This is an optimization exercise on Yosys and OpenROAD, whose aim is small area, a short achievable clock period and few clock cycles, not a production implementation.
Power figures rest on the tool's default switching activity, not on a simulated workload.

==> inputs of run a <==
==> flow/design.v <==
`timescale 1ns / 1ns
module systol_new1(read_select, result, finish, start, read_data, clk, rst, we, ws);
input start, clk, rst;
input [7:0] read_data;
output reg [13:0] read_select;
output [7:0] result;
output finish;
output we;
output [13:0] ws;
localparam H  = 4;                
localparam D  = H + 2;            
localparam NS = 48 / H;           
localparam L  = 2 * D + 1;        
reg busy;
reg [2:0] k;                      
reg [5:0] c;                      
reg [3:0] s;                      
reg [7:0] sr [0:L-1];
reg [9:0] h0, h1, h2;
reg [7:0] result_r;
reg [13:0] ws_r;
reg we_r, finish_r;
wire last_k = (k == D - 1);
wire last_s = (s == NS - 1);
wire xstrip  = last_k && (c == 6'd49) && !last_s;
wire fin   = busy && (k == 3'd2) && (c == 6'd51);
always @(posedge clk)
begin
	if (rst)
	begin
		busy <= 0;
		k <= 0;
		c <= 0;
		s <= 0;
		read_select <= 0;
	end
	else if (fin)
	begin
		busy <= 0;
		k <= 0;
		c <= 0;
		s <= 0;
		read_select <= 0;
	end
	else if (busy || start)
	begin
		busy <= 1;
		if (last_k)
		begin
			k <= 0;
			if (xstrip)
			begin
				c <= 0;
				s <= s + 1'b1;
				read_select <= read_select - 14'd99;
			end
			else
			begin
				c <= c + 1'b1;
				read_select <= read_select - 14'd50 * (D - 1) + 14'd1;
			end
		end
		else
		begin
			k <= k + 1'b1;
			read_select <= read_select + 14'd50;
		end
	end
end
integer i;
always @(posedge clk)
begin
	sr[0] <= read_data;
	for (i = 1; i < L; i = i + 1)
		sr[i] <= sr[i-1];
	h0 <= {2'd0, sr[0]} + {1'b0, sr[D], 1'b0} + {2'd0, sr[2*D]};
	h1 <= h0;
	h2 <= h1;
end
wire [11:0] vsum = {2'd0, h2} + {1'b0, h1, 1'b0} + {2'd0, h0};
wire same_col = (k >= 3'd5);
wire c0 = (c == 6'd0);
wire c1 = (c == 6'd1);
wire c2 = (c == 6'd2);
wire s0 = (s == 4'd0);
wire cx0  = same_col ? c0 : c1;
wire cx1  = same_col ? c1 : c2;
wire cx50 = same_col ? (c == 6'd50) : (c == 6'd51);
wire copy = cx0 | cx1 | cx50;
wire slot_a = (k == 3'd3);
wire slot_b = (k == 3'd4);
wire wr_a = slot_a && s0 && (c <= 6'd49);
wire wr_b = slot_b && last_s && !c0 && (c <= 6'd50);
wire wr_i = !slot_a && !slot_b && (same_col ? !(c0 && s0) : !(s0 && (c0 || c1)));
reg [13:0] off;
always @*
begin
	if (slot_a)
		off = -14'd150;
	else if (slot_b)
		off = 14'd50 * (D - 5) - 14'd1;
	else if (same_col)
		off = cx0 ? -14'd201 + 14'd50 - 14'd50 * H : -14'd201;
	else if (c0)
		off = -14'd52;
	else
		off = cx0 ? 14'd50 * (D - 4) - 14'd2 + 14'd50 - 14'd50 * H : 14'd50 * (D - 4) - 14'd2;
end
always @(posedge clk)
begin
	if (rst)
	begin
		we_r <= 0;
		finish_r <= 0;
	end
	else
	begin
		we_r <= busy && (wr_a || wr_b || wr_i);
		finish_r <= fin;
	end
	ws_r <= read_select + off;
	if (slot_a)
		result_r <= sr[1];
	else if (slot_b)
		result_r <= sr[3];
	else if (copy)
		result_r <= sr[D+2];
	else
		result_r <= vsum[11:4];
end
assign result = result_r;
assign ws = ws_r;
assign we = we_r;
assign finish = finish_r;
endmodule
==> flow/run.sh <==
#!/bin/bash
# synth_recipe.tcl (not shown) runs the flow's synth.tcl, then flattens the netlist and writes it again
# the make line also repeats each setting of config.mk as NAME=value (left out here)
make -C /OpenROAD-flow-scripts/flow DESIGN_CONFIG=/design/flow/config.mk WORK_HOME=/design/flow/orfs CLKGATE_MAP_FILE= SYNTH_SCRIPT=/design/flow/synth_recipe.tcl finish
==> flow/config.mk <==
export PLATFORM = sky130hd
export DESIGN_NAME = systol_new1
export DESIGN_NICKNAME = systol_new1
export VERILOG_FILES = /design/flow/design.v
export SDC_FILE = /design/flow/constraint.sdc
export NUM_CORES = 4
export LEC_CHECK = 0
export CAP_MARGIN = 20
export CORE_MARGIN = 2
export CORE_UTILIZATION = 40
export SLEW_MARGIN = 20
==> flow/constraint.sdc <==
create_clock -name core_clock -period 7.0 [get_ports {clk}]
set_input_delay 1.4000 -clock core_clock [delete_from_list [all_inputs] [get_ports {clk}]]
set_output_delay 1.4000 -clock core_clock [all_outputs]
set_load 0.01 [all_outputs]
==> run b (differences from run a) <==
==> flow/design.v, changed modules only <==
module systol_new1(read_select, result, finish, start, read_data, clk, rst, we, ws);
input start, clk, rst;
input [7:0] read_data;
output [13:0] read_select;
output [7:0] result;
output finish;
output we;
output [13:0] ws;
localparam H  = 6;                
localparam D  = H + 2;            
localparam NS = 48 / H;           
localparam L  = 2 * D + 1;        
localparam [11:0] OFF_ROW0 = -12'd150;                        
localparam [11:0] OFF_ROW49 = 12'd50 * (D - 5) - 12'd1;       
localparam [11:0] OFF_SAME = -12'd201;                        
localparam [11:0] OFF_NEXT = 12'd50 * (D - 4) - 12'd2;        
localparam [11:0] OFF_XS = -12'd52;                           
localparam [11:0] OFF_SAME49 = -12'd201 + 12'd50 - 12'd50 * H;  
reg busy;
reg [2:0] k;                      
reg [5:0] c;                      
reg [3:0] s;                      
reg [11:0] ra;                    
reg [7:0] sr [0:L-1];
reg [9:0] h0, h1;
reg [11:0] u;
reg [7:0] result_r;
reg [11:0] ws_r;
reg we_r, finish_r;
wire last_k = (k == D - 1);
wire last_s = (s == NS - 1);
wire fin    = busy && (k == 3'd2) && (c == 6'd51);
reg busy_nx;
reg [2:0] k_nx;
reg [5:0] c_nx;
reg [3:0] s_nx;
reg [11:0] ra_nx;
always @*
begin
	busy_nx = 0;
	k_nx = 0;
	c_nx = 0;
	s_nx = 0;
	ra_nx = 0;
	if (busy && !fin)
	begin
		busy_nx = 1;
		s_nx = s;
		if (last_k)
		begin
			if ((c == 6'd49) && !last_s)
			begin
				s_nx = s + 1'b1;
				ra_nx = ra - 12'd99;
			end
			else
			begin
				c_nx = c + 1'b1;
				ra_nx = ra - 12'd50 * (D - 1) + 12'd1;
			end
		end
		else
		begin
			k_nx = k + 1'b1;
			c_nx = c;
			ra_nx = ra + 12'd50;
		end
	end
	else if (!busy && start)
	begin
		busy_nx = 1;
		k_nx = 1;
		ra_nx = 12'd50;
	end
end
always @(posedge clk)
begin
	if (rst)
	begin
		busy <= 0;
		k <= 0;
		c <= 0;
		s <= 0;
		ra <= 0;
	end
	else
	begin
		busy <= busy_nx;
		k <= k_nx;
		c <= c_nx;
		s <= s_nx;
		ra <= ra_nx;
	end
end
wire same_col = (k_nx >= 3'd5);
wire nc0 = (c_nx == 6'd0);
wire nc1 = (c_nx == 6'd1);
wire ns0 = (s_nx == 4'd0);
wire cx0  = same_col ? nc0 : nc1;
wire cx1  = same_col ? nc1 : (c_nx == 6'd2);
wire cx50 = same_col ? (c_nx == 6'd50) : (c_nx == 6'd51);
wire slot_a = (k_nx == 3'd3);
wire slot_b = (k_nx == 3'd4);
wire wr_a = slot_a && ns0 && (c_nx <= 6'd49);
wire wr_b = slot_b && (s_nx == NS - 1) && !nc0 && (c_nx <= 6'd50);
wire wr_i = !slot_a && !slot_b && (same_col ? !(nc0 && ns0) : !(ns0 && (nc0 || nc1)));
reg wen_q, fin_q;
reg [1:0] rsel_q;                 
reg [2:0] osel_q;
always @(posedge clk)
begin
	if (rst)
	begin
		wen_q <= 0;
		fin_q <= 0;
	end
	else
	begin
		wen_q <= busy_nx && (wr_a || wr_b || wr_i);
		fin_q <= busy_nx && (k_nx == 3'd2) && (c_nx == 6'd51);
	end
	rsel_q <= slot_a ? 2'd1 : slot_b ? 2'd2 : (cx0 | cx1 | cx50) ? 2'd3 : 2'd0;
	osel_q <= slot_a ? 3'd0 : slot_b ? 3'd1 :
	          same_col ? (cx0 ? 3'd2 : 3'd3) :
	          nc0 ? 3'd4 : cx0 ? 3'd4 : 3'd5;
end
reg [11:0] off;
always @*
	case (osel_q)
	3'd0: off = OFF_ROW0;
	3'd1: off = OFF_ROW49;
	3'd2: off = OFF_SAME49;
	3'd3: off = OFF_SAME;
	3'd4: off = OFF_XS;
	default: off = OFF_NEXT;
	endcase
integer i;
always @(posedge clk)
begin
	sr[0] <= read_data;
	for (i = 1; i < L; i = i + 1)
		sr[i] <= sr[i-1];
	h0 <= {2'd0, sr[0]} + {1'b0, sr[D], 1'b0} + {2'd0, sr[2*D]};
	h1 <= h0;
	u <= {2'b0, h1} + {1'b0, h0, 1'b0};
end
wire [11:0] vsum = u + {2'd0, h0};
always @(posedge clk)
begin
	if (rst)
	begin
		we_r <= 0;
		finish_r <= 0;
	end
	else
	begin
		we_r <= wen_q;
		finish_r <= fin_q;
	end
	ws_r <= ra + off;
	case (rsel_q)
	2'd0: result_r <= vsum[11:4];
	2'd1: result_r <= sr[1];
	2'd2: result_r <= sr[3];
	default: result_r <= sr[D+2];
	endcase
end
assign read_select = {2'b00, ra};
assign result = result_r;
assign ws = {2'b00, ws_r};
assign we = we_r;
assign finish = finish_r;
endmodule
Settings changed: CTS_BUF_LIST set to sky130_fd_sc_hd__clkbuf_8, CTS_CLUSTER_DIAMETER set to 300, CTS_CLUSTER_SIZE set to 18, SETUP_SLACK_MARGIN set to 4.4.
==> run c (differences from run a) <==
==> flow/design.v, changed modules only <==
module systol_new1(read_select, result, finish, start, read_data, clk, rst, we, ws);
input start, clk, rst;
input [7:0] read_data;
output [13:0] read_select;
output [7:0] result;
output finish;
output we;
output [13:0] ws;
localparam H  = 6;                
localparam D  = H + 2;            
localparam NS = 48 / H;           
localparam L  = 2 * D + 1;        
localparam [11:0] OFF_ROW0 = -12'd150;                        
localparam [11:0] OFF_ROW49 = 12'd50 * (D - 5) - 12'd1;       
localparam [11:0] OFF_SAME = -12'd201;                        
localparam [11:0] OFF_NEXT = 12'd50 * (D - 4) - 12'd2;        
localparam [11:0] OFF_XS = -12'd52;                           
localparam [11:0] OFF_SAME49 = -12'd201 + 12'd50 - 12'd50 * H;  
reg busy;
reg [2:0] k;                      
reg [5:0] c;                      
reg [3:0] s;                      
reg [11:0] ra;                    
reg [7:0] sr [0:L-1];
reg [9:0] h0, h1;
reg [11:0] u;
reg [7:0] result_r;
reg [11:0] ws_r;
reg we_r, finish_r;
wire last_k = (k == D - 1);
wire last_s = (s == NS - 1);
wire fin    = busy && (k == 3'd2) && (c == 6'd51);
reg busy_nx;
reg [2:0] k_nx;
reg [5:0] c_nx;
reg [3:0] s_nx;
reg [11:0] ra_nx;
always @*
begin
	busy_nx = 0;
	k_nx = 0;
	c_nx = 0;
	s_nx = 0;
	ra_nx = 0;
	if (busy && !fin)
	begin
		busy_nx = 1;
		s_nx = s;
		if (last_k)
		begin
			if ((c == 6'd49) && !last_s)
			begin
				s_nx = s + 1'b1;
				ra_nx = ra - 12'd99;
			end
			else
			begin
				c_nx = c + 1'b1;
				ra_nx = ra - 12'd50 * (D - 1) + 12'd1;
			end
		end
		else
		begin
			k_nx = k + 1'b1;
			c_nx = c;
			ra_nx = ra + 12'd50;
		end
	end
	else if (!busy && start)
	begin
		busy_nx = 1;
		k_nx = 1;
		ra_nx = 12'd50;
	end
end
always @(posedge clk)
begin
	if (rst)
	begin
		busy <= 0;
		k <= 0;
		c <= 0;
		s <= 0;
		ra <= 0;
	end
	else
	begin
		busy <= busy_nx;
		k <= k_nx;
		c <= c_nx;
		s <= s_nx;
		ra <= ra_nx;
	end
end
wire same_col = (k_nx >= 3'd5);
wire nc0 = (c_nx == 6'd0);
wire nc1 = (c_nx == 6'd1);
wire ns0 = (s_nx == 4'd0);
wire cx0  = same_col ? nc0 : nc1;
wire cx1  = same_col ? nc1 : (c_nx == 6'd2);
wire cx50 = same_col ? (c_nx == 6'd50) : (c_nx == 6'd51);
wire slot_a = (k_nx == 3'd3);
wire slot_b = (k_nx == 3'd4);
wire wr_a = slot_a && ns0 && (c_nx <= 6'd49);
wire wr_b = slot_b && (s_nx == NS - 1) && !nc0 && (c_nx <= 6'd50);
wire wr_i = !slot_a && !slot_b && (same_col ? !(nc0 && ns0) : !(ns0 && (nc0 || nc1)));
reg wen_q, fin_q;
reg [1:0] rsel_q;                 
reg [2:0] osel_q;
always @(posedge clk)
begin
	if (rst)
	begin
		wen_q <= 0;
		fin_q <= 0;
	end
	else
	begin
		wen_q <= busy_nx && (wr_a || wr_b || wr_i);
		fin_q <= busy_nx && (k_nx == 3'd2) && (c_nx == 6'd51);
	end
	rsel_q <= slot_a ? 2'd1 : slot_b ? 2'd2 : (cx0 | cx1 | cx50) ? 2'd3 : 2'd0;
	osel_q <= slot_a ? 3'd0 : slot_b ? 3'd1 :
	          same_col ? (cx0 ? 3'd2 : 3'd3) :
	          nc0 ? 3'd4 : cx0 ? 3'd4 : 3'd5;
end
reg [11:0] off;
always @*
	case (osel_q)
	3'd0: off = OFF_ROW0;
	3'd1: off = OFF_ROW49;
	3'd2: off = OFF_SAME49;
	3'd3: off = OFF_SAME;
	3'd4: off = OFF_XS;
	default: off = OFF_NEXT;
	endcase
integer i;
always @(posedge clk)
begin
	sr[0] <= read_data;
	for (i = 1; i < L; i = i + 1)
		sr[i] <= sr[i-1];
	h0 <= {2'd0, sr[0]} + {1'b0, sr[D], 1'b0} + {2'd0, sr[2*D]};
	h1 <= h0;
	u <= {2'b0, h1} + {1'b0, h0, 1'b0};
end
wire [11:0] vsum = u + {2'd0, h0};
always @(posedge clk)
begin
	if (rst)
	begin
		we_r <= 0;
		finish_r <= 0;
	end
	else
	begin
		we_r <= wen_q;
		finish_r <= fin_q;
	end
	ws_r <= ra + off;
	case (rsel_q)
	2'd0: result_r <= vsum[11:4];
	2'd1: result_r <= sr[1];
	2'd2: result_r <= sr[3];
	default: result_r <= sr[D+2];
	endcase
end
assign read_select = {2'b00, ra};
assign result = result_r;
assign ws = {2'b00, ws_r};
assign we = we_r;
assign finish = finish_r;
endmodule
Settings changed: CTS_BUF_LIST set to sky130_fd_sc_hd__clkbuf_4 sky130_fd_sc_hd__clkbuf_8, SETUP_SLACK_MARGIN set to 4.7.
==> run d (differences from run a) <==
Settings changed: CTS_BUF_LIST set to sky130_fd_sc_hd__clkbuf_4 sky130_fd_sc_hd__clkbuf_8, SETUP_SLACK_MARGIN set to 4.3.
==> summary of the runs <==
Run a completed without violations. Run c went through all stages and came out clean. Run b finished clean. Run d ran to the end with no violations.
Die area is the same in run b and run c.
In synthesized area, run b and run c do not differ.
Between run b and run c, the lower clock skew is in run b (gap 0.012 ns).
The highest first-iteration DRC count belongs to run b, the lowest to run a.
The lowest design area belongs to run a, the highest to run c.
In clock-buffer cell count, run a and run d do not differ.
Against run b, the worst setup slack of run d is worse by 0.11 ns.
==> figures <==
item                                                                   run a                    run b                    run c                    run d
Met3 routed wirelength                                                460 um                   528 um                   688 um                   519 um
Final Instance Count excl. Fillers                                       927                     1012                     1085                      943
Internal power consumption                                           2.31 mW                  2.03 mW                  2.55 mW                  2.05 mW
Buffers and inverters on the worst path                                    0                        1                        0                        1
Worst min-delay path startpoint                             sr[9][7]$_DFF_P_        sr[13][5]$_DFF_P_        sr[11][3]$_DFF_P_         sr[5][2]$_DFF_P_
Leakage power figure                                                 3.38 nW                  3.72 nW                  4.13 nW                  3.49 nW
Largest clock skew in the final design                            0.00783 ns                0.0128 ns                0.0248 ns                0.0163 ns
Result of the run                                    complete, no violations  complete, no violations  complete, no violations  complete, no violations
Distinct cell type count of the synthesized netlist                       63                       71                       71                       63
Clk pwr                                                             0.958 mW                 0.598 mW                  1.14 mW                 0.693 mW
Area of combinational cells with multiple inputs                    3030 um2                 3210 um2                 3480 um2                 3190 um2
Gate count after technology mapping                                      639                      681                      681                      639
Netlist area before placement                                       6940 um2                 7810 um2                 7810 um2                 6940 um2
End of the worst hold path                                 sr[10][7]$_DFF_P_        sr[14][5]$_DFF_P_        sr[12][3]$_DFF_P_         sr[6][2]$_DFF_P_
Simple-gate portion of the synthesized area                            12.6%                    11.0%                    11.0%                    12.6%
Register Area                                                       3720 um2                 4520 um2                 4550 um2                 3790 um2
Function was not checked in any run of this note: the RTL went through the layout flow alone.

## separate check: timing with driven ports
In the flow no input, the clock included, has a driving cell. The finished layouts below were timed again as built, in two steps. Step 1 assumes that a clkbuf_16 drives the clock port and a buf_2 every other input. Step 2 adds t to the input delays and takes it off the output delays; t is the mean of the earliest and latest rising clock arrival at the registers after step 1. Input paths then give back, and output paths get back, about the clock's delay inside the block. Three values: ideal, step 1, step 2; two values: the first two.
run | shift t [ns] | slack for setup (ns) | worst register clock-pin slew, ns | pins driven straight from the clock port
run a | 0.469 | 3.764 / 3.764 / 3.449 | 0.07 / 0.07 | 1
run b | 0.522 | 4.458 / 4.420 / 4.003 | 0.11 / 0.11 | 1
run c | 0.544 | 4.581 / 4.571 / 4.356 | 0.06 / 0.06 | 1
run d | 0.502 | 4.344 / 4.344 / 3.893 | 0.11 / 0.11 | 1
After both steps every run listed still meets setup and hold. The setup slack of run b, which loses most, moves by -0.038 ns with the drivers and by -0.455 ns with both steps.
